Context: an optimization exercise on an open-source flow, tuned for a short achievable clock period and few clock cycles. The choices shown serve that exercise and are no tape-out recipe.
Function was checked by simulation only, so behaviour that the tests miss may differ from the original.
No activity file was given, so power comes from the tool's default toggle rates.

File: flow/design.v
module sum_sub #(
    parameter W = 64
) (
    input  [W-1:0] a,
    input  [W-1:0] b,
    input          cin,
    output [W-1:0] s,
    output         cout
);
localparam L = (W <= 2) ? 1 : (W <= 4) ? 2 : (W <= 8) ? 3 : (W <= 16) ? 4 :
               (W <= 32) ? 5 : (W <= 64) ? 6 : 7;
wire [W-1:0] g [0:L];
wire [W-1:0] p [0:L];
assign g[0] = {a[W-1:1] & b[W-1:1], (a[0] & b[0]) | (cin & (a[0] ^ b[0]))};
assign p[0] = a ^ b;
genvar i, j;
generate
    for (i = 0; i < L; i = i + 1) begin : lvl
        for (j = 0; j < W; j = j + 1) begin : bitj
            if (j >= (1 << i)) begin : comb
                assign g[i+1][j] = g[i][j] | (p[i][j] & g[i][j - (1 << i)]);
                assign p[i+1][j] = p[i][j] & p[i][j - (1 << i)];
            end else begin : pass
                assign g[i+1][j] = g[i][j];
                assign p[i+1][j] = p[i][j];
            end
        end
    end
endgenerate
assign s    = p[0] ^ {g[L][W-2:0], cin};
assign cout = g[L][W-1];
endmodule
module registrador #(parameter N = 8) (
    input              clk,
    input      [N-1:0] D,
    output reg [N-1:0] Q
);
always @(posedge clk)
    Q <= D;
endmodule
module f2_pred #(
    parameter [7:0] PRED_FWD = 8'b0000_0010,   
    parameter [7:0] PRED_BWD = 8'b1111_1111    
) (
    input  [31:0] fi,         
    input  [11:2] pcF2,       
    input  [11:2] pcF2p1,     
    input  [11:0] abase,      
    input         rst,
    input         f2v,        
    input         f2pt,       
    input         mispred,    
    input         fuse_ok,    
    input         zf_ok,      
    input  [4:0]  xrd,
    input         zres,       
    input  [11:2] alt,        
    output        fpt,        
    output        fred,       
    output [11:2] pcF_d       
);
wire        f_br   = fi[6] & ~fi[3] & ~fi[2];
wire        f_jal  = fi[6] & fi[3];
wire        f_jalr = fi[6] & ~fi[3] & fi[2];
wire        f_same = (fi[19:15] == fi[24:20]);
wire [2:0]  ff3  = fi[14:12];
wire        f_same_taken = (ff3 == 3'b000) | (ff3 == 3'b101) | (ff3 == 3'b111);
wire        f_br_pred = f_same ? f_same_taken : (fi[31] ? PRED_BWD[ff3] : PRED_FWD[ff3]);
wire        fuse  = fuse_ok & (xrd == fi[19:15]);
wire        zfuse = (ff3[2:1] == 2'b00) & (fi[24:20] == 5'd0) & zf_ok & (xrd == fi[19:15]);
wire        zpt   = ff3[0] ^ zres;
wire [11:2] ftJ, ftB;
wire [11:0] ftR;
sum_sub #(10) add_J (.a(pcF2), .b({fi[20], fi[30:22]}), .cin(1'b0), .s(ftJ), .cout());
sum_sub #(10) add_B (.a(pcF2), .b({fi[7], fi[30:25], fi[11:9]}), .cin(1'b0), .s(ftB), .cout());
sum_sub #(12) add_R (.a(abase), .b(fi[31:20]), .cin(1'b0), .s(ftR), .cout());
wire [11:2] ftgt = fi[3] ? ftJ : fi[2] ? ftR[11:2] : ftB;
wire        spt = f_jal | (f_br & (zfuse ? zpt : f_br_pred)) | (f_jalr & fuse);
assign      fpt = f2pt ? ~(f_br & zfuse & ~zpt) : spt;
wire        go    = f2v & ~mispred & ~rst;
wire        sel_t = go & ~f2pt & spt;
wire        sel_n = go & f2pt & f_br & zfuse & ~zpt;
assign      pcF_d = sel_t ? ftgt : sel_n ? pcF2p1 : alt;
assign      fred  = sel_t | sel_n;
endmodule
module processador (
    input         clk,
    input         rst,
    output [19:0] imem_addr,
    input  [31:0] imem_data,
    output [63:0] dmem_addr,
    output [63:0] dmem_wdata,
    output        dmem_we,
    output        dmem_re,
    input  [63:0] dmem_rdata
);
localparam [6:0] OP_R = 7'b0110011, OP_I = 7'b0010011, OP_LD = 7'b0000011,
                 OP_SD = 7'b0100011, OP_BR = 7'b1100011, OP_JAL = 7'b1101111,
                 OP_JALR = 7'b1100111, OP_AUIPC = 7'b0010111;
localparam [7:0] PRED_FWD = 8'b0000_0010;   
localparam [7:0] PRED_BWD = 8'b1111_1111;   
localparam BI = 4;
localparam BN = 1 << BI;
integer k;
reg  [11:2] pcF;
reg         f2v;
reg  [11:2] pcF2;
reg         f2pt;         
reg  [11:2] f2tgt;
reg           btb_v   [0:BN-1];
reg  [11:BI+2] btb_tag [0:BN-1];
reg  [11:2]   btb_tgt [0:BN-1];
reg         qv;
reg  [31:0] qi;
reg         qpt, qpb;
reg  [11:2] qpbt;
reg  [19:0] qpbase;
reg         xv;
reg  [31:0] ir;
reg  [31:1] s1oh, s2oh;   
reg  [19:0] pcX;
reg         xpt, xpb;
reg  [11:2] xpbt;
reg  [19:0] xpbase;
reg         wbv;
reg  [4:0]  wbrd;
reg  [63:0] wbres;
reg  [63:0] rf [1:31];
reg  [63:0] dm_addr_r, dm_wdata_r;
reg         dm_we_r, dm_re_r;
reg         m1v, m2v, lwv;
reg  [4:0]  m1rd, m2rd, lwrd;
reg  [63:0] ldr;
assign dmem_addr  = dm_addr_r;
assign dmem_wdata = dm_wdata_r;
assign dmem_we    = dm_we_r;
assign dmem_re    = dm_re_r;
wire [6:0] op  = ir[6:0];
wire [4:0] rd  = ir[11:7];
wire [2:0] f3  = ir[14:12];
wire [4:0] rs1 = ir[19:15];
wire [4:0] rs2 = ir[24:20];
wire x_r     = (op == OP_R);
wire x_i     = (op == OP_I);
wire x_ld    = (op == OP_LD);
wire x_sd    = (op == OP_SD);
wire x_br    = (op == OP_BR);
wire x_jal   = (op == OP_JAL);
wire x_jalr  = (op == OP_JALR);
wire x_auipc = (op == OP_AUIPC);
wire use1 = ~(x_jal | x_auipc);
wire use2 = x_r | x_sd | x_br;
wire haz1 = use1 & (rs1 != 5'd0) &
            ((m1v & (m1rd == rs1)) | (m2v & (m2rd == rs1)));
wire haz2 = use2 & (rs2 != 5'd0) &
            ((m1v & (m1rd == rs2)) | (m2v & (m2rd == rs2)));
wire stall = haz1 | haz2;
wire fire  = xv & ~stall;
reg  [63:0] rf1, rf2;
always @(*) begin
    rf1 = 64'd0;
    rf2 = 64'd0;
    for (k = 1; k < 32; k = k + 1) begin
        rf1 = rf1 | ({64{s1oh[k]}} & rf[k]);
        rf2 = rf2 | ({64{s2oh[k]}} & rf[k]);
    end
end
wire [63:0] a = (wbv & (wbrd == rs1)) ? wbres :
                (lwv & (lwrd == rs1)) ? ldr : rf1;
wire [63:0] b = (wbv & (wbrd == rs2)) ? wbres :
                (lwv & (lwrd == rs2)) ? ldr : rf2;
wire [63:0] immI = {{52{ir[31]}}, ir[31:20]};
wire [63:0] immS = {{52{ir[31]}}, ir[31:25], ir[11:7]};
wire [19:0] immB = {{8{ir[31]}}, ir[7], ir[30:25], ir[11:8], 1'b0};
wire [19:0] immJ = {ir[19:12], ir[20], ir[30:21], 1'b0};
wire [63:0] immU = {{32{ir[31]}}, ir[31:12], 12'b0};
wire        sub = x_r & ir[30];
wire [63:0] opb = x_r ? (sub ? ~b : b) : (x_sd ? immS : immI);
wire [63:0] sum;
sum_sub #(64) alu_add (.a(a), .b(opb), .cin(sub), .s(sum), .cout());
wire [63:0] dif;
wire        nbor;
sum_sub #(64) cmp_sub (.a(a), .b(~b), .cin(1'b1), .s(dif), .cout(nbor));
wire        eq  = (a == b);
wire        ltu = ~nbor;
wire        lt  = (a[63] ^ b[63]) ? a[63] : ltu;
reg         cond;
always @(*) begin
    case (f3)
        3'b000:  cond = eq;
        3'b001:  cond = ~eq;
        3'b100:  cond = lt;
        3'b101:  cond = ~lt;
        3'b110:  cond = ltu;
        3'b111:  cond = ~ltu;
        default: cond = 1'b0;
    endcase
end
wire [19:0] link, pctgt;
sum_sub #(20) add_link (.a(pcX), .b(20'd4), .cin(1'b0), .s(link), .cout());
sum_sub #(20) add_pct (.a(pcX), .b(x_jal ? immJ : immB), .cin(1'b0), .s(pctgt), .cout());
wire [19:0] jtgt     = {sum[19:1], 1'b0};
wire [19:0] target   = x_jalr ? jtgt : pctgt;
wire        taken_pc = x_jal | (x_br & cond);
wire        taken    = taken_pc | x_jalr;
wire [63:0] auipc_v;
sum_sub #(64) add_auipc (.a({44'd0, pcX}), .b(immU), .cin(1'b0), .s(auipc_v), .cout());
wire [19:0] sjt;
sum_sub #(20) add_sjt (.a(xpbase), .b(immI[19:0]), .cin(1'b0), .s(sjt), .cout());
wire [11:2] ptgt     = xpb ? xpbt : x_jalr ? sjt[11:2] : pctgt[11:2];
wire        mis_jalr = ~xpt | (jtgt[11:2] != ptgt);
wire        mis_pc   = (taken_pc != xpt) | (taken_pc & xpb & (xpbt != pctgt[11:2]));
wire        mispred  = fire & (x_jalr ? mis_jalr : mis_pc);
wire [19:0] npc      = taken ? target : link;
wire        xw    = x_r | x_i | x_jal | x_jalr | x_auipc;
wire        wen   = fire & xw & (rd != 5'd0);
wire [63:0] res   = (x_jal | x_jalr) ? {44'd0, link} :
                    x_auipc ? auipc_v : sum;
wire [31:0] fi = imem_data;
wire [19:0] auipc_base;
sum_sub #(20) add_ab (.a(pcX), .b({ir[19:12], 12'd0}), .cin(1'b0), .s(auipc_base), .cout());
wire [63:0] zp    = a ^ opb;
wire [63:0] zg    = a | opb;
wire        zres  = (zp == {zg[62:0], sub});
wire [BI-1:0] bidx = pcF[BI+1:2];
wire          bhit = btb_v[bidx] & (btb_tag[bidx] == pcF[11:BI+2]);
wire [11:2]   btgt = btb_tgt[bidx];
wire ex_accept = ~xv | fire;
wire qv_next   = ~ex_accept & (qv | f2v);
wire issue     = ~qv_next;
wire [11:2] pcF2p1, pcFn;
sum_sub #(10) add_f2p1 (.a(pcF2), .b(10'd1), .cin(1'b0), .s(pcF2p1), .cout());
sum_sub #(10) add_fp1 (.a(pcF), .b({9'd0, issue}), .cin(1'b0), .s(pcFn), .cout());
wire [11:2] pcF_alt = rst     ? 10'd0 :
                      mispred ? npc[11:2] :
                      (issue & bhit) ? btgt : pcFn;
wire        fpt, fpred;
wire [11:2] pcF_d;
f2_pred #(.PRED_FWD(PRED_FWD), .PRED_BWD(PRED_BWD)) f2 (
    .fi(fi), .pcF2(pcF2), .pcF2p1(pcF2p1), .abase(auipc_base[11:0]),
    .rst(rst), .f2v(f2v), .f2pt(f2pt), .mispred(mispred),
    .fuse_ok(~qv & xv & x_auipc & (rd != 5'd0)),
    .zf_ok(~qv & xv & (x_r | x_i) & (rd != 5'd0)),
    .xrd(rd), .zres(zres), .alt(pcF_alt),
    .fpt(fpt), .fred(fpred), .pcF_d(pcF_d)
);
registrador #(10) pcF_out (.clk(clk), .D(pcF_d), .Q(imem_addr[11:2]));
assign imem_addr[19:12] = pcX[19:12];
assign imem_addr[1:0]   = 2'b00;
wire [31:0] ir_in = qv ? qi : fi;
always @(posedge clk) begin
    pcF   <= pcF_d;
    f2v   <= ~rst & issue & ~mispred & ~fpred;
    pcF2  <= pcF;
    f2pt  <= bhit;
    f2tgt <= btgt;
    if (rst | mispred) begin
        qv <= 1'b0;
        xv <= 1'b0;
    end else if (ex_accept) begin
        qv <= 1'b0;
        xv <= qv | f2v;
    end else if (f2v) begin
        qv <= 1'b1;
    end
    if (ex_accept) begin
        for (k = 1; k < 32; k = k + 1) begin
            s1oh[k] <= (ir_in[19:15] == k);
            s2oh[k] <= (ir_in[24:20] == k);
        end
        if (qv) begin
            ir <= qi;
            xpb <= qpb; xpbt <= qpbt; xpbase <= qpbase;
        end else begin
            ir <= fi;
            xpb <= f2pt; xpbt <= f2tgt; xpbase <= auipc_base;
        end
    end
    if (~qv) begin
        qi <= fi;
        qpb <= f2pt; qpbt <= f2tgt; qpbase <= auipc_base;
    end
    xpt <= (ex_accept & (qv ? qpt : fpt)) | (~ex_accept & xpt);
    qpt <= (~qv & fpt) | (qv & qpt);
    if (rst)
        pcX <= 20'd0;
    else if (fire)
        pcX <= npc;
    wbv   <= ~rst & wen;
    wbrd  <= rd;
    wbres <= res;
    dm_we_r    <= ~rst & fire & x_sd;
    dm_re_r    <= fire & x_ld;
    dm_addr_r  <= sum;
    dm_wdata_r <= b;
    m1v  <= ~rst & fire & x_ld & (rd != 5'd0);
    m1rd <= rd;
    m2v  <= ~rst & m1v & ~(wen & (rd == m1rd));
    m2rd <= m1rd;
    lwv  <= ~rst & m2v & ~(wen & (rd == m2rd));
    lwrd <= m2rd;
    ldr  <= dmem_rdata;
end
wire [BI-1:0] uidx = pcX[BI+1:2];
always @(posedge clk) begin
    for (k = 0; k < BN; k = k + 1) begin
        if (rst)
            btb_v[k] <= 1'b0;
        else if (fire && uidx == k) begin
            if (taken) begin
                btb_v[k]   <= 1'b1;
                btb_tag[k] <= pcX[11:BI+2];
                btb_tgt[k] <= target[11:2];
            end else if (xpt)
                btb_v[k] <= 1'b0;
        end
    end
end
always @(posedge clk) begin
    for (k = 1; k < 32; k = k + 1) begin
        if (wbv && wbrd == k)
            rf[k] <= wbres;
        else if (lwv && lwrd == k)
            rf[k] <= ldr;
    end
end
endmodule
File: flow/flow/run.sh
#!/bin/bash
# Own layout flow: the standard flow (standard synthesis unchanged, same
# floorplan, power grid, placement, CTS and routing steps, the design's SDC),
# with ORFS's timing repair asked to keep SETUP_SLACK_MARGIN ns of setup slack
# so that it works towards a shorter achieved period, wire parasitic
# estimates made pessimistic (flow/rc.tcl) so that repair before routing
# allows for the extracted values, and more rounds of antenna repair after
# detailed routing. Each step's full log is under orfs/logs/; make's own
# output is in make_*.log here.
set -euo pipefail
RC="$(pwd)/flow/rc.tcl"
bash standard.sh synth > make_synth.log 2>&1
LAYER_PARASITICS_FILE="$RC" bash standard.sh SETUP_SLACK_MARGIN=31.5 MAX_REPAIR_ANTENNAS_ITER_DRT=10 \
    LAYER_PARASITICS_FILE="$RC" finish > make_finish.log 2>&1
File: flow/flow/rc.tcl
set_layer_rc -layer li1 -capacitance 1.873750e-04 -resistance 8.970000e-02
set_layer_rc -layer met1 -capacitance 2.154688e-04 -resistance 1.116125e-03
set_layer_rc -layer met2 -capacitance 1.702913e-04 -resistance 1.116125e-03
set_layer_rc -layer met3 -capacitance 2.687025e-04 -resistance 1.958750e-04
set_layer_rc -layer met4 -capacitance 1.851600e-04 -resistance 1.958750e-04
set_layer_rc -layer met5 -capacitance 1.926087e-04 -resistance 2.226250e-05
# end correlate

set_layer_rc -via mcon -resistance 1.156143e-02
set_layer_rc -via via -resistance 5.625000e-03
set_layer_rc -via via2 -resistance 4.210983e-03
set_layer_rc -via via3 -resistance 4.707937e-04
set_layer_rc -via via4 -resistance 7.250000e-06

set_wire_rc -signal -layer met1
set_wire_rc -clock -layer met3
File: flow/standard.sh
#!/bin/bash
# synth_recipe.tcl (not shown) runs the flow's synth.tcl, then flattens the netlist and writes it again
# the make line also repeats each setting of config.mk as NAME=value (left out here)
make -C /OpenROAD-flow-scripts/flow DESIGN_CONFIG=/design/flow/config.mk WORK_HOME=/design/flow/orfs CLKGATE_MAP_FILE= SYNTH_SCRIPT=/design/flow/synth_recipe.tcl "${@:-finish}"
File: flow/config.mk
export PLATFORM = sky130hd
export DESIGN_NAME = processador
export DESIGN_NICKNAME = processador
export VERILOG_FILES = /design/flow/design.v
export SDC_FILE = /design/flow/constraint.sdc
export NUM_CORES = 8
export LEC_CHECK = 0
export CAP_MARGIN = 35
export CORE_MARGIN = 2
export CORE_UTILIZATION = 40
export SLEW_MARGIN = 35
export SYNTH_HIERARCHICAL = 1
File: flow/constraint.sdc
create_clock -name core_clock -period 40.0 [get_ports {clk}]
set_input_delay 8.0000 -clock core_clock [delete_from_list [all_inputs] [get_ports {clk}]]
set_output_delay 8.0000 -clock core_clock [all_outputs]
set_load 0.01 [all_outputs]
==> results of run 1 <==
-- flip-flops by register name, indices dropped and copies added (netlist names), 16 cells and up, named ones only --
signal	cells
pcX	20
wbres	64
s2oh	31
ldr	64
ir	32
btb_tgt	160
btb_tag	96
qi	32
dm_wdata_r	64
rf	1984
btb_v	16
dm_addr_r	64
s1oh	31
-- cell usage in the layout, fill, tap and decap left out, drive strengths merged, types with 58 or more instances in the layout --
cell type,instances
clkbuf,485
clkdlybuf4s50,70
diode,129
nand3,196
a22oi,998
nand4,421
a22o,460
xor2,202
a221oi,469
nor2,390
buf,915
o211ai,74
mux2i,105
a21o,162
edfxtp,2358
clkinv,132
xnor2,255
o21ai,699
mux2,1599
nor3,127
conb,126
inv,322
dfxtp,413
a222oi,129
ha,358
nand2,897
nor4,58
a21oi,402
-- power groups by stage --
stage / sequential, mW / combinational, mW / clock [mW]
final: 3.50 / 1.96 / 3.19
after global routing: 3.53 / 2.21 / 3.44
after CTS: 3.51 / 1.96 / 3.31
after detailed placement: 3.53 / 1.78 / 0
after global placement: 3.57 / 1.92 / 0
after floorplan: 3.40 / 1.04 / 0
-- stage by stage --
stage               setup slack [ps]  total power [mW]  utilization [%]  hold slack, ps  area (sq um)
CTS                            30310             8.783            46.48           422.0        177800
global placement               28840             5.492            42.98           426.9        164400
global route                   30350             9.184            46.90           434.9        179400
finish                         30480             8.660            46.96           413.3        179700
floorplan                      30430             4.443                -           325.8        155000
detailed placement             28990             5.317            43.22           404.5        165300
-- worst max-delay path by stage --
stage	startpoint	endpoint	slack (ps)	depth (start not counted)
global route	dm_wdata_r[11]$_DFF_P_	dmem_wdata[11]	30350	1
global placement	imem_data[20]	pcF[8]$_DFF_P_	28840	13
detailed placement	imem_data[20]	pcF[8]$_DFF_P_	28990	13
floorplan	imem_data[22]	pcF[8]$_DFF_P_	30430	10
CTS	dm_wdata_r[11]$_DFF_P_	dmem_wdata[11]	30310	1
finish	dm_wdata_r[11]$_DFF_P_	dmem_wdata[11]	30480	1
-- metal layers --
layer	vias to the layer above	share of wire, %	global-route usage [%]	wire length (um)
met5	-	0.12	2.297	1013
met2	16480	38	55.53	325000
met3	5285	18	21.77	150100
met1	68670	33	49.21	279200
li1	52190	-	-	-
met4	63	11	33.72	91780
-- repair_timing --
item                                    4_1_cts  5_1_grt
cloned                                        3        0
hold buffers                                  0        0
endpoints found under the setup margin      540      471
pin swaps                                    68       32
resized for setup                           997      186
setup buffers                                55       18
-- cell type report --
cell class	count	share of cell area [%]
flip-flops and latches	2771	44.16
inverters	311	0.6497
clock buffers	482	5.408
clock inverters	167	0.9039
well taps	5038	3.508
diodes	129	0.1797
repair buffers	996	5.410
multi-input cells	8935	39.78
==> summary.txt, run 1 <==
Setup path
  • R2R depth: 30
  • Worst Setup End Kind: primary output
  • CP Class: flop to primary output
  • Worst Path Required: 32000 ps
  • WP buf/inv: 1
  • Critical path's largest stage delay: approximately 400 ps
  • Critical-path cell list: buf_6
  • Critical Path AT: 1520 ps
  • CP max stage cell: dfxtp_4
  • Crit path max fanout: 1
  • Reg-to-Reg End: pcF_out.Q[5]$_DFF_P_
  • Worst R2R Start: s2oh[19]$_DFFE_PP_
  • Setup crit start kind: flop
  • R2R setup slack: between 30000 and 40000 ps
  • Cell family with most CP delay: flip-flops

Timing
  • Sum of negative setup slack: 0 ps
  • RSZ-0062 raised after global routing: yes
  • Layout Skew: 109.5 ps
  • Final worst-path cycle share: approximately a quarter
  • # setup viols final: 0
  • Fin. Hold Viols: 0
  • Fmax: 105.0 MHz
  • Slew HR: 34.63%
  • Min Clock Period, post-route: 9524 ps
  • Max-slew violation count: 0
  • Measured slew at the worst slew-check pin: 980.6 ps

Power
  • Pwr per Cell Area: 48.20 nW/um^2
  • Seq pwr share: 40.5%
  • Static leakage: 62.31 nW
  • Sw Share: 33.69%
  • IR drop worst, VDD: 0.00006930 V
  • Clk pwr share: 36.9%
  • P_sw: approximately 2.9 mW
  • Internal power: 5.742 mW
  • Combinational fraction of design power: a little under a quarter

Clocking
  • Worst-skew pair later-pin latency: 1070 ps
  • CTS Buffer Depth: 4
  • Reg clk slew, reported paths: around 60 ps
  • CTS Buf Count: roughly 350
  • CTS tree: done
  • Root Buffer: clkbuf_16
  • CTS H-tree lvls: 5
  • Clock sinks: ~2800

Detailed routing
  • Via Count: 142700
  • Routed Antenna Nets: 0
  • Iter 0 DRT Violations: around 33000
  • Final wirelength: 847.1 mm
  • Drt pass-1 iters: 14
  • DR WL/cell: between 40 and 50 um
  • Avg Vias per Cell: between 7 and 8
  • Drt drc: 0

Yosys
  • Mapped cell area: 153800 sq um
  • Cells after Synth: 13240
  • Warnings, synthesis: 16
  • Syn Area/Cell: between 10 and 15 sq um

GRT
  • Largest net degree at the start of global routing: 85
  • Antenna violations before repair: 79
  • Number of global-route vias before repair: 128400
  • First-pass GRT wire length: 1117 mm
  • All-Layer GR Usage: a little over two fifths
  • GR Overflow Total: 0

Placement
  • Half-perimeter wire length after placement: ~500 mm
  • Total placed cells including tap cells: roughly 18000
  • PortBufs: 245
  • Gpl congestion: 1.035

Min path
  • WHS Endpoint: pcF2[9]$_DFF_P_
  • Hold_sp: pcF[9]$_DFF_P_
  • Min-Delay Path Class: flop to flop
  • Hold depth: 0

Floorplan
  • Initial Util: about two fifths
  • Die area: slightly below 400000 sq um
  • Placement row count: 227
  • Top Ports: 248
  • Core Region: 382600 sq um
  • Die Wd: 624.2 um
  • Die Y: 624.2 um

Final layout
  • Multi-input logic area: 71480 sq um
  • FF+latch area: 79340 sq um
  • Nets: 13850
  • Area added between synthesis and finish: 16.79%
  • Non-filler cells, final: 18830
  • Number of fill cells: 34510
  • Layout cells sized above 1: 26.92%

Run
  • # Max-Cap Violations: 0

Status
  • Outcome: finished clean
Testbench counts, summed over its fixed seeds: cycles 11,909.
==> run 2: changes to the inputs <==
--- a/flow/design.v
+++ b/flow/design.v
@@ -46,5 +46,5 @@
     input  [11:2] pcF2,       
     input  [11:2] pcF2p1,     
-    input  [11:0] abase,      
+    input  [11:2] abase,      
     input         rst,
     input         f2v,        
@@ -70,10 +70,8 @@
 wire        zfuse = (ff3[2:1] == 2'b00) & (fi[24:20] == 5'd0) & zf_ok & (xrd == fi[19:15]);
 wire        zpt   = ff3[0] ^ zres;
-wire [11:2] ftJ, ftB;
-wire [11:0] ftR;
+wire [11:2] ftJ, ftB, ftR;
 sum_sub #(10) add_J (.a(pcF2), .b({fi[20], fi[30:22]}), .cin(1'b0), .s(ftJ), .cout());
 sum_sub #(10) add_B (.a(pcF2), .b({fi[7], fi[30:25], fi[11:9]}), .cin(1'b0), .s(ftB), .cout());
-sum_sub #(12) add_R (.a(abase), .b(fi[31:20]), .cin(1'b0), .s(ftR), .cout());
-wire [11:2] ftgt = fi[3] ? ftJ : fi[2] ? ftR[11:2] : ftB;
+sum_sub #(10) add_R (.a(abase), .b(fi[31:22]), .cin(1'b0), .s(ftR), .cout());
 wire        spt = f_jal | (f_br & (zfuse ? zpt : f_br_pred)) | (f_jalr & fuse);
 assign      fpt = f2pt ? ~(f_br & zfuse & ~zpt) : spt;
@@ -81,5 +79,10 @@
 wire        sel_t = go & ~f2pt & spt;
 wire        sel_n = go & f2pt & f_br & zfuse & ~zpt;
-assign      pcF_d = sel_t ? ftgt : sel_n ? pcF2p1 : alt;
+wire        sJ    = sel_t & fi[3];
+wire        sR    = sel_t & ~fi[3] & fi[2];
+wire        sB    = sel_t & ~fi[3] & ~fi[2];
+wire        sA    = ~sel_t & ~sel_n;
+assign      pcF_d = ({10{sJ}} & ftJ) | ({10{sR}} & ftR) | ({10{sB}} & ftB) |
+                    ({10{sel_n}} & pcF2p1) | ({10{sA}} & alt);
 assign      fred  = sel_t | sel_n;
 endmodule
@@ -238,5 +241,5 @@
 wire [11:2] pcF_d;
 f2_pred #(.PRED_FWD(PRED_FWD), .PRED_BWD(PRED_BWD)) f2 (
-    .fi(fi), .pcF2(pcF2), .pcF2p1(pcF2p1), .abase(auipc_base[11:0]),
+    .fi(fi), .pcF2(pcF2), .pcF2p1(pcF2p1), .abase(auipc_base[11:2]),
     .rst(rst), .f2v(f2v), .f2pt(f2pt), .mispred(mispred),
     .fuse_ok(~qv & xv & x_auipc & (rd != 5'd0)),
@@ -245,7 +248,8 @@
     .fpt(fpt), .fred(fpred), .pcF_d(pcF_d)
 );
+wire [19:0] pcX_d = rst ? 20'd0 : fire ? npc : pcX;
 registrador #(10) pcF_out (.clk(clk), .D(pcF_d), .Q(imem_addr[11:2]));
-assign imem_addr[19:12] = pcX[19:12];
-assign imem_addr[1:0]   = 2'b00;
+registrador #(8) pcX_out (.clk(clk), .D(pcX_d[19:12]), .Q(imem_addr[19:12]));
+assign imem_addr[1:0] = 2'b00;
 wire [31:0] ir_in = qv ? qi : fi;
 always @(posedge clk) begin
@@ -283,8 +287,5 @@
     xpt <= (ex_accept & (qv ? qpt : fpt)) | (~ex_accept & xpt);
     qpt <= (~qv & fpt) | (qv & qpt);
-    if (rst)
-        pcX <= 20'd0;
-    else if (fire)
-        pcX <= npc;
+    pcX <= pcX_d;
     wbv   <= ~rst & wen;
     wbrd  <= rd;
==> flow/flow/run.sh (replaced) <==
#!/bin/bash
# Own layout flow: the standard flow (standard synthesis unchanged, same
# floorplan, power grid, placement, CTS and routing steps, the design's SDC),
# with ORFS's timing repair asked to keep SETUP_SLACK_MARGIN ns of setup slack
# so that it works towards a shorter achieved period, wire parasitic
# estimates made pessimistic (flow/rc.tcl) so that repair before routing
# allows for the extracted values, output flip-flops placed beside their
# port buffers (flow/outff.tcl), antenna repair with a margin after global
# routing (flow/grt_post.tcl), and more rounds of antenna repair after
# detailed routing. Each step's full log is under orfs/logs/; make's own
# output is in make_*.log here.
set -euo pipefail
RC="$(pwd)/flow/rc.tcl"
GP="$(pwd)/flow/grt_post.tcl"
OF="$(pwd)/flow/outff.tcl"
bash standard.sh synth > make_synth.log 2>&1
LAYER_PARASITICS_FILE="$RC" POST_GLOBAL_ROUTE_TCL="$GP" POST_DETAIL_PLACE_TCL="$OF" \
    bash standard.sh SETUP_SLACK_MARGIN=31.5 MAX_REPAIR_ANTENNAS_ITER_DRT=10 \
    LAYER_PARASITICS_FILE="$RC" POST_GLOBAL_ROUTE_TCL="$GP" POST_DETAIL_PLACE_TCL="$OF" \
    finish > make_finish.log 2>&1
==> flow/flow/grt_post.tcl (new file) <==
# Run after ORFS's global routing (POST_GLOBAL_ROUTE_TCL): a further round of
# antenna repair with a margin on the antenna ratios, so that fewer
# violations are left for the repair rounds after detailed routing, each of
# which routes the design again.
repair_antennas -iterations 3 -ratio_margin 40
check_placement -verbose
write_guides $::env(RESULTS_DIR)/route.guide
==> flow/flow/outff.tcl (new file) <==
# Run after detailed placement (POST_DETAIL_PLACE_TCL): move each flip-flop
# that drives an output port through its port buffer onto that buffer, and
# legalize again, so that the wire between flip-flop and buffer is short.
# The logic in front of these flip-flops has slack to spare.
proc outff_driver {net} {
  foreach it [$net getITerms] {
    if {[$it isOutputSignal]} { return $it }
  }
  return ""
}
set block [ord::get_db_block]
set moved 0
foreach bterm [$block getBTerms] {
  if {[$bterm getIoType] ne "OUTPUT"} { continue }
  set name [$bterm getName]
  set net [$bterm getNet]
  if {$net eq "NULL"} { continue }
  set drv [outff_driver $net]
  if {$drv eq ""} { continue }
  set buf [$drv getInst]
  set bin ""
  foreach it [$buf getITerms] {
    if {[$it isInputSignal]} { set bin $it }
  }
  if {$bin eq ""} { continue }
  set inet [$bin getNet]
  if {$inet eq "NULL"} { continue }
  set fdrv [outff_driver $inet]
  if {$fdrv eq ""} { continue }
  set ff [$fdrv getInst]
  if {![[$ff getMaster] isSequential]} { continue }
  lassign [$buf getLocation] x y
  $ff setLocation $x $y
  incr moved
}
puts "outff: moved $moved output flip-flops next to their port buffers"
detailed_placement
optimize_mirroring
utl::info FLW 912 "Placement violations after outff: [check_placement -verbose]."
==> run 2 against run 1 <==
Net effect:
- via count up 5.0%
- critical path depth unchanged
- sequential power down 1%
- die area up 1.3%
- hold slack worse by 0.91 ps
- total power up 4.6%
- register-to-register slack worse by 280 ps
- final cell count up 5.0%
- first-iteration DRC count up 30%
==> summary.txt, run 2 <==
Clocking
  • Reg clk slew, reported paths: 70 ps
  • Gates resized, CTS repair: 1327
  • Post-CTS Setup Inserts: 108
  • Clock sinks: 2779
  • Worst-skew pair later-pin latency: 1110 ps
  • Root Buffer: clkbuf_16
  • CTS Buf Count: ~360
  • CTS Buffer Depth: 4
  • CTS H-tree lvls: 5
  • CTS tree: done
  • Hold buffer count at cts: 0

Detailed routing
  • DR WL met2: 333.3 mm
  • DR WL/cell: 45.58 um
  • DR top layer: met5
  • WL met3: between 150 and 200 mm
  • Avg Vias per Cell: 7.576
  • Drt pass-1 iters: 29
  • Routed Antenna Nets: 0
  • Drt drc: 0
  • Iter 0 DRT Violations: 43290
  • Via Count: ~150k
  • Met1 WL: 300.9 mm
  • Final wirelength: 901.5 mm

Placement
  • PortBufs: roughly 250
  • Gpl congestion: ~1
  • Post-place setup slack: 28610 ps
  • Half-perimeter wire length after placement: 529.8 mm

Setup path
  • Worst Setup End Kind: primary output
  • WP buf/inv: 1
  • R2R setup slack: 31260 ps
  • Worst Path Required: 32000 ps
  • CP max stage cell: dfxtp_2
  • Setup crit start kind: flop
  • Critical Path AT: 1540 ps
  • Critical-path cell list: buf_6
  • Crit path max fanout: 1
  • CP Class: flop to primary output
  • Critical path's largest stage delay: 360 ps
  • Cell family with most CP delay: flip-flops

Final layout
  • Commonest non-fill, non-tap cells in the layout: edfxtp_1, mux2_2, a22oi_1
  • Max reg flops: 1984
  • Commonest non-fill, non-tap cell in the layout: edfxtp_1
  • Biggest regs: rf (1984), btb_tgt (160), btb_tag (96)
  • Layout cells sized above 1: 28.58%
  • FF+latch area: just under 80000 sq um
  • Biggest register: rf
  • Multi-input logic area: about 74000 sq um
  • Nets: 14350
  • Number of fill cells: 34940
  • Area added between synthesis and finish: 20.00%

GRT
  • Antenna violations before repair: 111
  • Number of global-route vias before repair: 131900
  • First-pass GRT wire length: around 1200 mm
  • All-Layer GR Usage: 43.25%
  • GR Overflow Total: 0
  • Largest net degree at the start of global routing: 96

Yosys
  • Syn Area/Cell: 11.46 sq um
  • Cells after Synth: 13600
  • Warnings, synthesis: 16
  • Mapped cell area: 155900 sq um

Timing
  • Slew HR: 29.83%
  • Max-slew violation count: 0
  • Final worst slack: 30460 ps
  • Sum of negative setup slack: 0 ps
  • # setup viols final: 0
  • Fin. Hold Viols: 0
  • Fmax: approximately 100 MHz
  • Final worst-path cycle share: 23.84%
  • Measured slew at the worst slew-check pin: 1053 ps
  • Min Clock Period, post-route: ~9500 ps
  • Layout Skew: approximately 150 ps

Power
  • IR drop worst, VDD: about 0.000054 V
  • Static leakage: 65.50 nW
  • Pwr per Cell Area: ~48 nW/um^2

Min path
  • Min-Delay Path Class: flop to flop

Status
  • Outcome: finished clean

Floorplan
  • Placement row count: 229
  • Die Wd: around 630 um
  • Top Ports: 248
  • Initial Util: 40.13%
  • Core Region: 388500 sq um
  • Die area: a little under 400000 sq um
  • Die Y: 628.3 um

Run
  • # Max-Cap Violations: 0
[run 2: power breakdown]
part | leakage [nW] | switching [mW] | internal (mW) | total, mW
clock network | 5.63 | 1.41 | 1.87 | 3.28
logic | 34.8 | 1.57 | 0.765 | 2.34
registers | 25.1 | 0.166 | 3.28 | 3.45
[run 2: layout make-up]
type | count | area share [%]
sequential | 2779 | 42.47
timing repair buffer | 1193 | 7.329
antenna | 409 | 0.5470
clock inverter | 178 | 0.9509
clock buffer | 483 | 5.221
tap | 5197 | 3.475
inverter | 322 | 0.6547
multi-input combinational | 9218 | 39.35
[run 2: final timing paths]
path / from / end / depth (start not counted)
max reg2reg: s1oh[9]$_DFFE_PP_ / pcF_out.Q[1]$_DFF_P_ / 33
min reg2reg: pcF[10]$_DFF_P_ / pcF2[10]$_DFF_P_ / 0
max: dm_wdata_r[47]$_DFF_P_ / dmem_wdata[47] / 1
min: pcF[10]$_DFF_P_ / pcF2[10]$_DFF_P_ / 0
[run 2: per-stage QoR]
stage	hold WS, ps	cells	total power, mW	util [%]	area [sq um]
floorplan	325.8	13730	4.552	-	157100
finish	412.4	19780	9.061	48.16	187100
CTS	423.6	19230	9.135	46.98	182500
global placement	417.3	18400	5.725	42.82	166400
detailed placement	398.2	18440	5.526	43.19	167800
[run 2: routing by layer]
layer / GRT usage [%] / vias to the layer above
met3: 25.11 / 6083
li1: - / 53910
met1: 52.05 / 71780
met4: 30.61 / 116
met2: 56.18 / 17960
met5: 6.981 / -
Testbench counts of run 2, summed over its fixed seeds: cycles 11,909.

==> static timing again, ports no longer ideal <==
How much do the figures lean on ideal ports? The routed layouts below were timed once more, with nothing changed but the port constraints.
Step 1 (the two cells are an assumption about what drives the block):
set clk [get_ports {clk}]
set_driving_cell -lib_cell sky130_fd_sc_hd__clkbuf_16 $clk
set_driving_cell -lib_cell sky130_fd_sc_hd__buf_2 [delete_from_list [all_inputs] $clk]
Step 2 also shifts input and output timing later by t, the mid clock arrival at the registers, as if the neighbouring blocks saw the same clock.
Slacks: no drivers / after step 1 / after step 2; pairs: no drivers / after step 1.
| run | shift t [ns] | setup WS [ns] | slew at the worst register clock pin (ns) |
|---|---|---|---|
| run 1 | 1.137 | 30.478 / 30.355 / 29.744 | 0.07 / 0.07 |
| run 2 | 1.166 | 30.465 / 30.335 / 29.750 | 0.08 / 0.08 |
After both steps every run listed still meets setup and hold. The setup slack of run 1, which loses most, moves by -0.123 ns with the drivers and by -0.734 ns with both steps.
